From an optimization exercise on the open Yosys and OpenROAD flow, aimed at small area; shortcuts taken in it are not production practice.
Only simulation tests tie the RTL to the original design; equivalence was not proved.
Power is estimated from default activity; no workload was simulated.

==> design/flow/design.v <==
module morze2 (input clock, input reset, input [10:0] data, output reg buzz);
reg pendn;
reg [1:0] pa;    
reg [1:0] pb;    
reg [4:0] div;
reg [9:0] cnt;
reg [3:0] state;
wire pend = ~pendn;
wire tick = pa[1] & pa[0] & pb[0];
reg valid;
always @* begin
  case (data)
  11'b10000111000,
  11'b10001100100,
  11'b11001000010,
  11'b10001000110,
  11'b11001001000,
  11'b11001010110,
  11'b10001101000,
  11'b11001100110,
  11'b10010000110,
  11'b10001110110,
  11'b11010000100,
  11'b11010010110,
  11'b11001110100,
  11'b10001100010,
  11'b11010001000,
  11'b11010011010,
  11'b10000101010,
  11'b11001011010,
  11'b11000110110,
  11'b10001011000,
  11'b11001111000,
  11'b10001010100,
  11'b11000111010,
  11'b11001000100,
  11'b11001101010,
  11'b10000110100: valid = 1'b1;
  default: valid = 1'b0;
  endcase
end
wire brk = data == 11'b11111100000;
wire advS, advL, Q, T, clrD, clrC, bset, n0, n1, n2, n3;
ctl u_ctl(.d1(data[1]), .d2(data[2]), .d3(data[3]), .d4(data[4]), .d5(data[5]), .d6(data[6]), .s(state),
  .advS(advS), .advL(advL), .Q(Q), .T(T), .clrD(clrD), .clrC(clrC), .bset(bset), .n0(n0), .n1(n1), .n2(n2), .n3(n3));
wire c3f = cnt == 10'h03f;
wire c3ff = &cnt;
wire lv = tick & valid;
wire inc = lv & (advS | advL | Q);
wire run = lv & (advS | advL | (Q & c3ff));
wire adv = lv & ((advS & c3f) | (advL & c3ff));
wire wrap = T ? (div == 5'd14) : (div == 5'd12);
wire cclr = pend | (tick & brk) | (lv & clrC);
wire dclr = pend | (tick & brk) | (lv & clrD) | (run & wrap);
wire sclr = pend | (tick & brk);
wire bone = pend | (tick & ~valid) | (lv & bset) | (run & wrap & ~T);
wire btog = run & wrap & T;
always @(posedge clock or negedge reset)
  if (!reset) pendn <= 1'b0;
  else pendn <= 1'b1;
always @(posedge clock or negedge reset)
  if (!reset) buzz <= 1'b1;
  else if (bone) buzz <= 1'b1;
  else if (btog) buzz <= ~buzz;
always @(posedge clock) begin
  pa <= pend ? 2'b00 : {pa[0], ~pa[1]};
  pb <= pend ? 2'b00 : {pb[0], ~pb[0] & ~pb[1]};
  cnt <= cclr ? 10'd0 : (inc ? cnt + 10'd1 : cnt);
  div <= dclr ? 5'd0 : (run ? div + 5'd1 : div);
  state <= sclr ? 4'd0 : (adv ? {n3, n2, n1, n0} : state);
end
endmodule
module ctl(input d1,d2,d3,d4,d5,d6, input [3:0] s, output advS,advL,Q,T,clrD,clrC,bset,n0,n1,n2,n3);
assign advS = (d2&~d4&d6&~s[0]&~s[1]&s[2]) | (~d1&~d4&d5&~s[0]&~s[1]&s[2]) | (~d3&~d4&~s[0]&s[1]&~s[2]) | (d1&d4&~s[0]&~s[1]&~s[2]&~s[3]) | (~d3&d4&~d6&~s[0]&~s[1]&s[2]) | (d2&d4&~d5&d6&~s[0]&~s[2]&~s[3]) | (d2&~d4&d5&~s[0]&s[1]) | (d4&~d5&~d6&~s[0]&s[1]&s[2]) | (d3&d4&d5&d6&~s[0]&~s[2]&~s[3]) | (~d2&~d3&~d5&~s[0]&s[1]) | (~d1&~d3&d5&~d6&~s[0]&s[2]) | (d1&d2&~d4&d5&~s[0]&~s[3]) | (~d4&d5&~d6&~s[0]&~s[1]&s[2]) | (d1&~d4&d6&~s[0]&s[1]&~s[2]) | (d1&~d2&d4&d6&~s[0]&~s[1]&s[2]) | (~d1&d2&d4&~d5&~s[0]&~s[1]&~s[3]) | (d3&d4&~d6&~s[0]&~s[1]&~s[2]&~s[3]) | (d1&d2&d5&~d6&~s[0]&s[1]&~s[2]) | (d1&~d3&~d4&~d6&~s[0]&~s[2]&~s[3]) | (d1&~d3&d4&~d5&d6&s[0]&s[1]&s[2]) | (d3&~d4&~d5&d6&~s[0]&~s[1]&~s[2]&~s[3]);
assign advL = (d4&~d5&~d6&s[1]&~s[2]) | (~d3&s[0]&~s[1]&~s[2]) | (d1&d3&s[0]&~s[2]) | (d3&~d4&~d6&~s[2]&~s[3]) | (~d3&~d5&d6&s[0]&~s[2]) | (d3&d5&d6&s[0]&~s[2]) | (~d1&~d3&d4&d5&~s[0]&~s[2]&~s[3]) | (~d3&d4&~d5&s[0]&~s[1]) | (d1&d2&d5&s[0]&~s[2]) | (~d2&~d3&~d5&~s[1]&~s[3]) | (d1&d3&~d4&d6&~s[1]&~s[3]) | (~d1&~d4&~d6&~s[0]&~s[1]&~s[3]) | (d1&d3&d4&s[1]&~s[2]) | (~d1&d2&~d6&s[0]&~s[2]) | (d2&~d4&d5&s[0]&~s[1]) | (~d1&~d4&d5&~s[1]&~s[2]&~s[3]) | (~d2&d4&~d5&~d6&~s[1]&s[2]) | (d1&d3&~d4&~s[0]&s[1]&s[2]) | (~d3&~d4&~d5&d6&~s[1]&~s[2]&~s[3]) | (~d1&d2&~d5&d6&~s[0]&s[1]&s[2]) | (d5&s[0]&~s[1]&~s[2]) | (d3&~d6&~s[0]&s[1]&~s[2]) | (~d1&~d4&d5&s[0]&~s[2]) | (~d2&~d3&~s[1]&~s[2]&~s[3]) | (d1&d3&~d4&s[0]&~s[1]) | (d1&d4&d5&d6&s[1]) | (~d1&~d3&d4&~d6&s[0]&~s[1]) | (~d1&d3&~d4&d5&~s[2]&~s[3]) | (~d1&d2&~d5&d6&s[0]&~s[1]) | (d1&~d3&d4&d6&~s[1]&s[2]) | (~d2&d4&d5&d6&~s[0]&~s[1]&s[2]) | (d1&d3&d4&~d6&~s[0]&~s[1]&s[2]) | (~d1&~d2&d4&~d5&~s[0]&~s[1]&~s[2]&~s[3]);
assign Q = (~d2&~d3&~d5&s[0]&s[1]&s[2]);
assign T = (~s[0]) | (d2&~d5&s[1]&s[2]);
assign clrD = (d4&~d5&~d6&s[0]&s[1]&s[2]) | (d1&d2&~d4&~d5&d6&s[0]&~s[1]&s[2]) | (~d2&~d3&d5&s[0]&s[1]&~s[2]) | (d2&~d4&d5&s[0]&s[1]&s[2]) | (~d1&d3&~d4&s[0]&~s[1]&s[2]) | (d1&d3&~d4&s[0]&s[1]&s[2]) | (~d1&d2&~d5&d6&s[0]&s[1]&s[2]) | (d1&d4&d5&~d6&s[0]&~s[1]&s[2]) | (~d1&~d5&~d6&s[0]&~s[1]&s[2]) | (d1&~d3&d4&~d5&d6&s[3]) | (d1&~d4&~d5&~d6&s[0]&s[1]&~s[2]) | (~d1&~d2&d4&~d6&s[0]&s[1]&~s[2]) | (d1&d3&~d5&d6&s[0]&~s[1]&s[2]) | (~d1&d3&d5&d6&s[0]&~s[1]&s[2]) | (~d1&d2&d5&~d6&s[0]&s[1]&s[2]) | (~d1&~d2&d4&~d5&s[0]&~s[1]&~s[2]) | (~d1&~d3&d4&d5&d6&s[0]&s[1]&~s[2]);
assign clrC = (~d1&~d2&d4&~d6&s[0]&s[1]&~s[2]) | (~d1&d2&~d4&d5&s[0]&s[1]&s[2]);
assign bset = (d4&~d5&~d6&s[0]&s[1]&s[2]) | (d1&d2&~d4&~d5&d6&s[0]&~s[1]&s[2]) | (~d2&~d3&d5&s[0]&s[1]&~s[2]) | (d2&~d4&d5&s[0]&s[1]&s[2]) | (~d1&d3&~d4&s[0]&~s[1]&s[2]) | (d1&~d3&d4&d6&s[3]) | (d1&d3&~d4&s[0]&s[1]&s[2]) | (~d1&d2&~d5&d6&s[0]&s[1]&s[2]) | (d1&d4&d5&~d6&s[0]&~s[1]&s[2]) | (~d1&~d5&~d6&s[0]&~s[1]&s[2]) | (d1&~d4&~d5&~d6&s[0]&s[1]&~s[2]) | (~d1&~d2&d4&~d6&s[0]&s[1]&~s[2]) | (d1&d3&~d5&d6&s[0]&~s[1]&s[2]) | (~d1&d3&d5&d6&s[0]&~s[1]&s[2]) | (~d1&d2&d5&~d6&s[0]&s[1]&s[2]) | (~d1&~d2&d4&~d5&s[0]&~s[1]&~s[2]) | (~d1&~d3&d4&d5&d6&s[0]&s[1]&~s[2]);
assign n0 = (~s[0]) | (d1&d4&~d5&d6&~s[1]&s[2]);
assign n1 = (s[0]&~s[1]) | (~s[0]&s[1]);
assign n2 = (~s[0]&s[2]) | (s[0]&s[1]&~s[2]) | (~s[1]&s[2]);
assign n3 = (s[0]&s[1]&s[2]);
endmodule
==> design/flow/run.sh <==
#!/bin/bash
# synth_recipe.tcl (not shown) runs the flow's synth.tcl, then flattens the netlist and writes it again
# the make line also repeats each setting of config.mk as NAME=value (left out here)
make -C /OpenROAD-flow-scripts/flow DESIGN_CONFIG=/design/flow/config.mk WORK_HOME=/design/flow/orfs CLKGATE_MAP_FILE= SYNTH_SCRIPT=/design/flow/synth_recipe.tcl finish
==> design/flow/config.mk <==
export PLATFORM = sky130hd
export DESIGN_NAME = morze2
export DESIGN_NICKNAME = morze2
export VERILOG_FILES = /design/flow/design.v
export SDC_FILE = /design/flow/constraint.sdc
export NUM_CORES = 4
export LEC_CHECK = 0
export CAP_MARGIN = 20
export CORE_MARGIN = 2
export CORE_UTILIZATION = 40
export SLEW_MARGIN = 20
==> design/flow/constraint.sdc <==
create_clock -name core_clock -period 6.0 [get_ports {clock}]
set_input_delay 1.2000 -clock core_clock [delete_from_list [all_inputs] [get_ports {clock}]]
set_output_delay 1.2000 -clock core_clock [all_outputs]
set_load 0.01 [all_outputs]
==> impl_metrics.ini <==
[run_status]
status = no timing/DRC/antenna violations

[clock_network]
root_buffer = clkbuf_8
cts_hold_buf = 0
htreeDepth = 1
cts_resized = 0
insertion_delay_ps = 270
cts_buffer_depth = 2
cts_tree = done
numCtsBuffers = 3
cts.clk_slew.worst_paths_ps = 100
cts_setup_buffers = 0
clock_sinks = 25

[power_and_ir_drop]
swShare = 0.3071
power.internal_uw = 249.6
clockPowerShare = 0.284
power_frac_comb = 0.244
ir_drop_mv = 0.1156
power-per-cell-area_nw_per_um2 = 133.3
power.leakage_nw = 0.9234
switchingPower_uw = 110.6
p_seq_frac = 0.472

[logic_synthesis]
synth_top_area_share = 0.1802
yosysUniqueCellTypes = 84
synthesis.nets = 352
ys_seq_area_frac = 0.2003
async_reset_ff_frac = 0.08000
yosysTopAreaCell = dfxtp_1
synth.avg_cell_area_sq_um = 7.604
netlist_area_sq_um = 2555
synth_seq_cells = 25
synth-edff-count = 0
yosysMostFrequentCell = nand2_1
synthTopCellsByArea = dfxtp_1 18%, nand2_1 3.8%, nand3_1 3.3%
yosys_warnings = 1
ys.flop_type = dfxtp_1
yosys-top-cells-count = 26 x nand2_1, 23 x dfxtp_1, 21 x nor2_1
synthCells = 336

[setup_path]
r2r_end = cnt[1]
start_kind = primary input
crit_type = primary input to register
reg2reg_slack_ps = 2660
end_kind = register
cp.arrival_ps = 4600
critPathRequiredTime_ps = 6140
reg2reg_depth = 8
r2r-start = state[2]
worstPathMaxFanout = 20

[placement]
portBuffers = 13
dp_hpwl_microns = 4645
pre_cts_slack_ps = 1274
place_area_sq_um = 2654
gp_congestion = 0.9033

[hold_path]
hold_path_end = pb[0]
hold_path_depth = 1
min_path_type = register to register
holdCritStartpoint = pb[1]

[sta]
fmax_ghz = 0.2242
period_minus_slack_ps = 4460
hold_violations = 0
fin_skew_ps = 10.37
tightest_slew_ps = 988.6
setup_viol = 0
grt_setup_unrepaired = false
finalCritPeriodShare = 0.7433
slew_viol_final = 0
holdWs_ps = 404.8
slew_headroom = 0.3389
setup_tns_ps = 0
worst_slack_ps = 1540

[die]
fp.dieW_microns = 83.92
fp.dieH_microns = 83.92
die_area_sq_um = 7043
core_area_sq_um = 6277
placementRows = 29
pin_count = 14
initial_utilization = 0.4070

[grt]
grt_pass1_vias = 2286
grt_max_degree = 31
overflow = 0
antenna_found_initial = 0
grt_use_total = 0.1884
grt_pass1_wl_microns = 11300

[route]
detail-route-antenna-nets = 0
drtIter0Drc = 219
drt-pass1-iter-count = 5
vias_per_cell = 6.273
routedWlPerCell_microns = 16.24
vias = 2553
drc = 0
wirelength_microns = 6610

[finish]
syn2layout_area_growth_pct = 5.779
stdcell_area_sq_um = 2703
fin_util = 0.4305
drive_above_1_share = 0.07576
diodes = 0
nNetsFinal = 347

[job]
drv_cap = 0
-- stage by stage --
stage	power, mW	instances
floorplan	0.2386	336
global placement	0.2601	403
detailed placement	0.2604	403
CTS	0.3605	407
global route	0.3795	407
finish	0.3602	407
-- flip-flops by register name, indices dropped and copies added (netlist names) --
register  cells
cnt          10
div           5
state         4
pa            2
pb            2
buzz          1
pendn         1
-- metal layers --
metal,track usage,vias to the layer above,part of all wire
li1,-,1263,-
met4,0.02639,0,0.010
met3,0.02077,6,0.044
met2,0.3113,79,0.46
met5,0,-,0
met1,0.2705,1205,0.48
-- placed cells by master (no fill, tap or decap), types with 6 or more instances in the layout --
master           count
nand4_1              6
clkdlybuf4s50_1     13
nor2b_1              8
a31oi_1              8
dfxtp_1             23
buf_4                6
nor2_1              21
and3_1               6
o21ai_0             17
nand2b_1             9
inv_1               11
nand3_1             17
or3_1                6
o31ai_1              7
nor3b_1              8
nor3_1              10
and2_1               6
nand2_1             26
xor2_1               6
a21oi_1             14
-- final cells by class --
cell class | count | area [sq um]
Timing Repair Buffer | 19 | 175.2
Clock inverter | 1 | 7.507
Sequential cell | 25 | 511.7
Multi-Input combinational cell | 271 | 1829
Tap cell | 77 | 96.34
Clock buffer | 3 | 41.29
Fill cell | 667 | 3575
Inverter | 11 | 41.29
-- cell families after synthesis --
family                   synth area share
AO/OA/AOI/OAI                      0.2929
XOR/XNOR                          0.03085
adder cells (fa/ha/maj)           0.01469
buffers and inverters             0.08374
flip-flops                         0.2003
multiplexers                      0.01567
other                            0.001468
AND/OR/NAND/NOR                    0.3604
-- how the worst max path moves through the flow --
stage | cells past startpoint | slack (ps) | startpoint | end
6_report | 9 | 1540 | data[6] | cnt[1]
5_1_grt | 9 | 1320 | data[2] | cnt[5]
4_1_cts | 9 | 1560 | data[6] | cnt[1]
3_5_place_dp | 9 | 1270 | data[6] | cnt[1]
3_3_place_gp | 9 | 1380 | data[6] | cnt[1]
2_1_floorplan | 10 | 2590 | data[5] | cnt[3]
-- power groups by stage --
stage	clock, mW	sequential, mW	combinational [mW]
6_report	0.102	0.170	0.0880
5_1_grt	0.113	0.170	0.0963
4_1_cts	0.104	0.170	0.0871
3_5_place_dp	0	0.174	0.0868
3_3_place_gp	0	0.174	0.0865
2_1_floorplan	0	0.173	0.0655
-- worst max-delay path, stage by stage --
cell,delay (ps)
clkdlybuf4s50_1,820
and2_1,390
o2111a_1,260
or4_4,500
a2111oi_4,390
o311ai_4,240
o21ai_2,500
mux2i_1,240
nor2_1,50

==> separate check: timing with driven ports <==
The flow's constraints put no driver on any port. The routed layout listed below was extracted and timed again, unchanged, in two steps. Step 1 sets driving cells, clkbuf_16 on the clock port and buf_2 on the other inputs (assumed; they add their load-dependent delay and slew). Step 2 adds t to the input delays and takes it off the output delays; t is the mean of the earliest and latest rising clock arrival at the registers after step 1. Input paths then give back, and output paths get back, about the clock's delay inside the block. Slacks: ideal ports / drivers / drivers and shift; pairs: ideal ports / drivers.
t, ns: 0.293
setup slack, ns: 1.540 / 1.542 / 1.249
worst setup path at the end: input to register
After both steps setup and hold are still met in this run. For this run, drivers alone change the setup slack by +0.002 ns; drivers and shift together by -0.291 ns.
